Background: an optimization exercise with open tools, aiming at small area and a short achievable clock period. Do not read the settings as production practice.
In this exercise RTL edits were held to simulation tests only and were not proved equivalent to the original.
No activity file was given, so power comes from the tool's default toggle rates.

## multiplier_logic
module multiplier_logic (
    input  wire        clk,
    input  wire        rst_n,
    input  wire [15:0] a,
    input  wire [15:0] b,
    output reg  [31:0] y
);
Size: about 270 flip-flops, about 66 I/O pins, ~0.012 sq mm of cells after synthesis.
make LEC_CHECK=0 CAP_MARGIN=20 CORE_MARGIN=2 CORE_UTILIZATION=40 CTS_BUF_LIST='sky130_fd_sc_hd__clkbuf_16 sky130_fd_sc_hd__clkbuf_8' CTS_CLUSTER_DIAMETER=60 CTS_CLUSTER_SIZE=40 SETUP_SLACK_MARGIN=2.5 SLEW_MARGIN=20 SYNTH_HIERARCHICAL=1 SYNTH_MINIMUM_KEEP_SIZE=0 finish   # period 4.5 ns
run.sh (not shown) runs the stock make flow with config.mk's settings and CLKGATE_MAP_FILE= SYNTH_SCRIPT=/design/flow/synth_recipe.tcl, a recipe that flattens the netlist after the stock synthesis.
Rerun with:
CTS_BUF_LIST = unset   (was sky130_fd_sc_hd__clkbuf_16 sky130_fd_sc_hd__clkbuf_8)
CTS_CLUSTER_DIAMETER = unset   (was 60)
CTS_CLUSTER_SIZE = unset   (was 40)
SETUP_SLACK_MARGIN = 2.4   (was 2.5)
TNS_END_PERCENT = 5   (was unset)
The changed run finished clean.
Count of clock-buffer cells in the layout increases by 13.
Global-route usage decreases by 0.11 points.
Via count decreases by 1.8%.
Worst setup slack is worse by 250 ps.
Register-to-register slack is worse by 130 ps.
Final area increases by 0.56%.
Sequential power hardly moves.
Synthesized cell count does not change.
Sequential share of layout area decreases by 0.75 points.
Total power increases by about 4.3%.

* * *

multiplier_logic, a different RTL version from the one above (not shown whole).
For scale: about 1000 cells after synthesis, about 66 I/O pins, roughly 12000 um^2 of cells after synthesis.
// multiplier_logic
module multiplier_logic (
    input  wire        clk,
    input  wire        rst_n,
    input  wire [15:0] a,
    input  wire [15:0] b,
    output reg  [31:0] y
);
  reg r1_a0;
  reg r1_a1;
  reg r1_a2;
  reg r1_a3;
  reg r1_a4;
  reg r1_a5;
  reg r1_a6;
  reg r1_a7;
  reg r1_a8;
  reg r1_a9;
  reg r1_a10;
  reg r1_a11;
  reg r1_a12;
  reg r1_a13;
  reg r1_a14;
  reg r1_a15;
  reg r1_b15;
  reg r1_one1;
  reg r1_two2;
  reg r1_neg3;
  reg r1_one4;
  reg r1_two5;
  reg r1_neg6;
  reg r1_one7;
  reg r1_two8;
  reg r1_neg9;
  reg r1_one10;
  reg r1_two11;
  reg r1_neg12;
  reg r1_one13;
  reg r1_two14;
  reg r1_neg15;
  reg r1_one16;
  reg r1_two17;
  reg r1_neg18;
  reg r1_one19;
  reg r1_two20;
  reg r1_neg21;
  reg r1_one22;
  reg r1_two23;
  reg r1_neg24;
  reg r2_s193;
  reg r2_s195;
  reg r2_s199;
  reg r2_c200;
  reg r2_s201;
  reg r2_p63;
  reg r2_s203;
  reg r2_c202;
  reg r2_c204;
  reg r2_s205;
  reg r2_s207;
  reg r2_s209;
  reg r2_c210;
  reg r2_s213;
  reg r2_c214;
  reg r2_s219;
  reg r2_c218;
  reg r2_s221;
  reg r2_c220;
  reg r2_s223;
  reg r2_s227;
  reg r2_c224;
  reg r2_s229;
  reg r2_s233;
  reg r2_c230;
  reg r2_s235;
  reg r2_c236;
  reg r2_s241;
  reg r2_s243;
  reg r2_s245;
  reg r2_s247;
  reg r2_c242;
  reg r2_c244;
  reg r2_s249;
  reg r2_s253;
  reg r2_s255;
  reg r2_c250;
  reg r2_s257;
  reg r2_s261;
  reg r2_c258;
  reg r2_s263;
  reg r2_s265;
  reg r2_s269;
  reg r2_s271;
  reg r2_c264;
  reg r2_c266;
  reg r2_s273;
  reg r2_s279;
  reg r2_c274;
  reg r2_s281;
  reg r2_s283;
  reg r2_c282;
  reg r2_c284;
  reg r2_s291;
  reg r2_s293;
  ...
==> flow/config.mk <==
export PLATFORM = sky130hd
export DESIGN_NAME = multiplier_logic
export DESIGN_NICKNAME = multiplier_logic
export VERILOG_FILES = /design/flow/design.v
export SDC_FILE = /design/flow/constraint.sdc
export NUM_CORES = 4
export LEC_CHECK = 0
export CAP_MARGIN = 20
export CORE_MARGIN = 2
export CORE_UTILIZATION = 50
export CTS_CLUSTER_DIAMETER = 60
export CTS_CLUSTER_SIZE = 50
export PLACE_DENSITY = 0.7
export SETUP_SLACK_MARGIN = 2.5
export SLEW_MARGIN = 20
export SYNTH_HIERARCHICAL = 1
export SYNTH_MINIMUM_KEEP_SIZE = 0
==> flow/constraint.sdc <==
create_clock -name core_clock -period 4.5 [get_ports {clk}]
set_input_delay 0.9000 -clock core_clock [delete_from_list [all_inputs] [get_ports {clk}]]
set_output_delay 0.9000 -clock core_clock [all_outputs]
set_load 0.01 [all_outputs]
standard.sh (not shown) runs the stock make flow with config.mk's settings and CLKGATE_MAP_FILE= SYNTH_SCRIPT=/design/flow/synth_recipe.tcl, a recipe that flattens the netlist after the stock synthesis.
==> flow/flow/run.sh <==
#!/bin/bash
# Layout: the standard flow (standard.sh) with two changes to how it is
# built, none to what is built or measured:
#  - the port buffers that global placement inserts are plain buf_1 cells
#    (repair_timing still resizes any that timing needs);
#  - clock tree synthesis runs with the settings of config.mk
#    (CTS_CLUSTER_SIZE 50, CTS_CLUSTER_DIAMETER 60) but inserts no dummy
#    load cells.
# All tool output goes to standard_flow.log here; ORFS's per-step logs stay
# under orfs/logs/.
set -euo pipefail
export BUFFER_PORTS_ARGS="-buffer_cell sky130_fd_sc_hd__buf_1"
export CTS_ARGS="-sink_clustering_enable -repair_clock_nets -sink_clustering_size 50 -sink_clustering_max_diameter 60 -dont_use_dummy_load"
bash standard.sh > standard_flow.log 2>&1
The baseline ran to the end with no violations.
Edit:
Settings changed: CAP_MARGIN 20 to 10, CORE_UTILIZATION 50 to 40, SLEW_MARGIN 20 to 10.
Total power decreases by a few percent.
Utilization decreases by 11 points.
Non-clock buffer count increases by 7.
Combinational power decreases by a few percent.
Via count decreases slightly.
Die area increases by a quarter to a third.
Sequential power hardly moves.
Maximum frequency increases slightly.
Edit:
Settings changed: PLACE_DENSITY 0.7 to default.
=> Clock-buffer cell count rose by 4; first-iteration DRC count fell by about 3%; via count fell by about 0.43%; wire length barely changes; critical path depth is unchanged; final area rose by about 1%; synthesized area does not change.
Edit:
Settings changed: CAP_MARGIN 10 to 20, SETUP_SLACK_MARGIN 2.5 to 2.55, SLEW_MARGIN 10 to 20.
Result: Final cell count increases by 2.2%; cell area rises by 3.9%; area after synthesis stays the same; worst setup slack got worse by 0.031 ns; critical path depth shrinks by 1; first-iteration DRC count went down by 0.61%; via count went up by 1.2%; clock-buffer cell count went down by 1; register-to-register slack degrades by 0.03 ns; flip-flop and latch count stays the same.
Edit:
Settings changed: PLACE_DENSITY from default to 0.7, SETUP_SLACK_MARGIN 2.55 to 2.5.
After rerunning:
- area after synthesis is unchanged
- setup slack got worse by 0.0060 ns
- global-route usage fell by 0.19 points
- sequential power is about the same
- cell count shrinks by 2.2%
- design area came out lower by 4.7%
- critical path depth grows by 1
- maximum frequency came out lower by about 0.3%
Edit:
--- a/flow/flow/run.sh
+++ b/flow/flow/run.sh
@@ -12,3 +12,4 @@
 export BUFFER_PORTS_ARGS="-buffer_cell sky130_fd_sc_hd__buf_1"
 export CTS_ARGS="-sink_clustering_enable -repair_clock_nets -sink_clustering_size 50 -sink_clustering_max_diameter 60 -dont_use_dummy_load"
+export SETUP_MOVE_SEQUENCE="unbuffer,sizeup,swap,buffer"
 bash standard.sh > standard_flow.log 2>&1
Settings changed: CAP_MARGIN 20 to 10, SLEW_MARGIN 20 to 10.
The new run completed without violations. Cell count stays flat. Register-to-register slack barely changes. Power stays flat. Routed wire length is about the same. Sequential power stays flat. Count of clock-buffer cells in the layout does not change.

[afterwards: timing with drivers on the ports]
How much do the figures lean on ideal ports? The routed layouts below were timed once more, with nothing changed but the port constraints. Step 1, drivers: a clkbuf_16 drives clk and a buf_2 each remaining input, both assumed. Step 2 also shifts input and output timing later by t, the mid clock arrival at the registers, as if the neighbouring blocks saw the same clock. Slacks: ideal / step 1 / step 2; pairs: ideal / step 1.
run	t, ns	setup slack, ns	worst hold slack (ns)
the first run of note 1	0.554	2.470 / 2.470 / 2.086	0.327 / 0.327 / 0.327
the second run of note 1	0.583	2.218 / 2.169 / 1.966	0.321 / 0.321 / 0.321
the first run of note 2	0.553	2.488 / 2.488 / 2.223	0.304 / 0.304 / 0.304
the second run of note 2	0.541	2.498 / 2.498 / 2.141	0.268 / 0.268 / 0.268
the third run of note 2	0.551	2.535 / 2.535 / 2.273	0.306 / 0.306 / 0.306
the fourth run of note 2	0.542	2.504 / 2.504 / 2.247	0.308 / 0.308 / 0.308
the fifth run of note 2	0.541	2.498 / 2.498 / 2.141	0.268 / 0.268 / 0.268
the sixth run of note 2	0.540	2.498 / 2.498 / 2.142	0.269 / 0.269 / 0.269
After both steps setup and hold are still met in every run listed. The setup slack of the first run of note 1, which loses most, moves by 0.000 ns with the drivers and by -0.384 ns with both steps.
